From an optimization exercise on the open Yosys and OpenROAD flow, aimed at small area and a short achievable clock period; shortcuts taken in it are not production practice. No activity file was given, so power comes from the tool's default toggle rates.

== run 1 ==
Design top_module, start of the top module:
module top_module(ip1,ip2,clk,rst,result);
    input [31:0]ip1;
    input [31:0]ip2;
    input clk;
    input rst;
    output reg [31:0]result;
    wire [31:0] a, b;
    reg         rst1;
    wire [24:0] v;
    wire [7:0]  ep1;
    wire        s;
    wire [31:0] r;
    flip_flop #(.W(32)) ff_a (.clk(clk), .d(ip1), .q(a));
    flip_flop #(.W(32)) ff_b (.clk(clk), .d(ip2), .q(b));
    always @(posedge clk) rst1 <= rst;
    fpu_align_add u1 (.a(a), .b(b), .v(v), .ep1(ep1), .s(s));
    reg  [24:0] v_q;
    reg  [7:0]  ep1_q;
    reg         s_q, kill_q, set_q;
    always @(posedge clk) begin
        v_q    <= v;
        ep1_q  <= ep1;
        s_q    <= s;
        kill_q <= rst | rst1;
        set_q  <= rst1 & ~rst;
    end
    fpu_normalise u2 (.v(v_q), .ep1(ep1_q), .s(s_q), .kill(kill_q), .set23(set_q), .r(r));
    always @(posedge clk) result <= r;
endmodule
For scale: roughly 1200 cells after synthesis, ~130 flip-flops, roughly 98 I/O pins, about 0.0084 mm2 of cells after synthesis.
clock: 24.0 ns
lec_check: 0
abc_area: 1
cap_margin: 20
core_margin: 2
core_utilization: 60
slew_margin: 20
standard.sh (not shown) runs the stock make flow with config.mk's settings and CLKGATE_MAP_FILE= SYNTH_SCRIPT=/design/flow/synth_recipe.tcl, a recipe that flattens the netlist after the stock synthesis.
==> flow/flow/run.sh <==
#!/bin/bash
# Standard flow with: timing repair aimed at a 18.3 ns setup margin, plain
# buffers on the ports, and a clock tree with fewer, larger clusters.
set -euo pipefail
F=$PWD/flow
bash standard.sh SETUP_SLACK_MARGIN=18.3 \
  "BUFFER_PORTS_ARGS=-inputs -buffer_cell sky130_fd_sc_hd__buf_1" POST_GLOBAL_PLACE_TCL=$F/post_gp.tcl \
  "CTS_ARGS=-sink_clustering_enable -repair_clock_nets -dont_use_dummy_load -buf_list sky130_fd_sc_hd__clkbuf_8 -sink_clustering_size 30 -sink_clustering_max_diameter 100" \
  finish > standard.log 2>&1
==> flow/flow/post_gp.tcl <==
# Output ports get buf_2 buffers (inputs got buf_1 through BUFFER_PORTS_ARGS).
buffer_ports -outputs -buffer_cell sky130_fd_sc_hd__buf_2
Run 1 finished every step from synthesis to the final layout, and the layout passed the timing, DRC and antenna checks.
Inputs modified between run 1 and run 2:
# run 1
export LEC_CHECK = 0
export ABC_AREA = 1
export CAP_MARGIN = 20
export CORE_MARGIN = 2
export CORE_UTILIZATION = 60
export SLEW_MARGIN = 20
create_clock -name core_clock -period 24.0 [get_ports {clk}]
# run 2
export LEC_CHECK = 0
export ABC_AREA = 1
export CAP_MARGIN = 20
export CORE_MARGIN = 2
export CORE_UTILIZATION = 70
export SLEW_MARGIN = 20
create_clock -name core_clock -period 24.0 [get_ports {clk}]
Run 2 | status: complete | timing, DRC, antenna: pass
Max-slew headroom at the worst pin in run 2 is 0.80 points lower than in run 1
In the metrics for run 1 and run 2, the one carrying the higher combinational power is run 2.
In the tables for run 1 and run 2, sequential cell area in the final layout reads lower with run 2.
Comparing run 1 and run 2, the lower multi-input combinational area share is on run 1.
Total power: run 2 worse than run 1
Inputs modified between run 2 and run 3:
# run 2
export LEC_CHECK = 0
export ABC_AREA = 1
export CAP_MARGIN = 20
export CORE_MARGIN = 2
export CORE_UTILIZATION = 70
export SLEW_MARGIN = 20
create_clock -name core_clock -period 24.0 [get_ports {clk}]
# run 3
export LEC_CHECK = 0
export ABC_AREA = 1
export CAP_MARGIN = 20
export CORE_MARGIN = 2
export CORE_UTILIZATION = 60
export SLEW_MARGIN = 20
create_clock -name core_clock -period 24.0 [get_ports {clk}]
diff --git a/flow/flow/run.sh b/flow/flow/run.sh
--- a/flow/flow/run.sh
+++ b/flow/flow/run.sh
@@ -2 +2 @@
-# Standard flow with: timing repair aimed at a 18.3 ns setup margin, plain
+# Standard flow with: timing repair aimed at a 18.0 ns setup margin, plain
@@ -6 +6 @@
-bash standard.sh SETUP_SLACK_MARGIN=18.3 \
+bash standard.sh SETUP_SLACK_MARGIN=18.0 \
--- outcome ---
Cmp run 3 vs run 2: maximum clock frequency higher in run 3
On design area: run 3 sits below run 2.
Of run 3 and run 2, the run reporting the lower combinational group share of total power was run 3.
The register share of total power of run 3 is higher than that of run 2.
Comparing run 3 and run 2, the lower count of placed standard cells in the final layout, fillers left out is on run 2.
Compared run 3 against run 2; clock network contribution to total cell area within noise.
Final worst setup slack, run 3 and run 2: higher on run 3
Compared with run 2, run 3 shows detailed placer's ending HPWL that has gone up slightly.
No run of this note included a check of the RTL's function; only the layout flow was run.

## separate check: timing with driven ports
No port has a modelled driver above. Below, the same layouts with a new extraction and two added sets of constraints.
Step 1 (the two cells are an assumption about what drives the block):
set clk [get_ports {clk}]
set_driving_cell -lib_cell sky130_fd_sc_hd__clkbuf_16 $clk
set_driving_cell -lib_cell sky130_fd_sc_hd__buf_2 [delete_from_list [all_inputs] $clk]
Step 2, shift: input delay + t, output delay - t, t = (earliest + latest rising clock arrival at the registers) / 2. This alone moves slack from input paths to output paths.
a / b / c = no drivers / after step 1 / after step 2; a / b = the first two.
run	t (ns)	slack for setup (ns)	worst hold slack (ns)	worst setup path at the end	clock arrival spread, ns
run 1	0.477	18.297 / 18.256 / 18.573	0.416 / 0.416 / 0.416	register to register	0.035 / 0.035
run 2	0.480	18.286 / 18.249 / 18.557	0.414 / 0.414 / 0.414	register to register	0.024 / 0.024
run 3	0.471	18.310 / 18.272 / 18.440	0.412 / 0.412 / 0.412	register to register	0.032 / 0.033
After both steps every run listed still meets setup and hold.
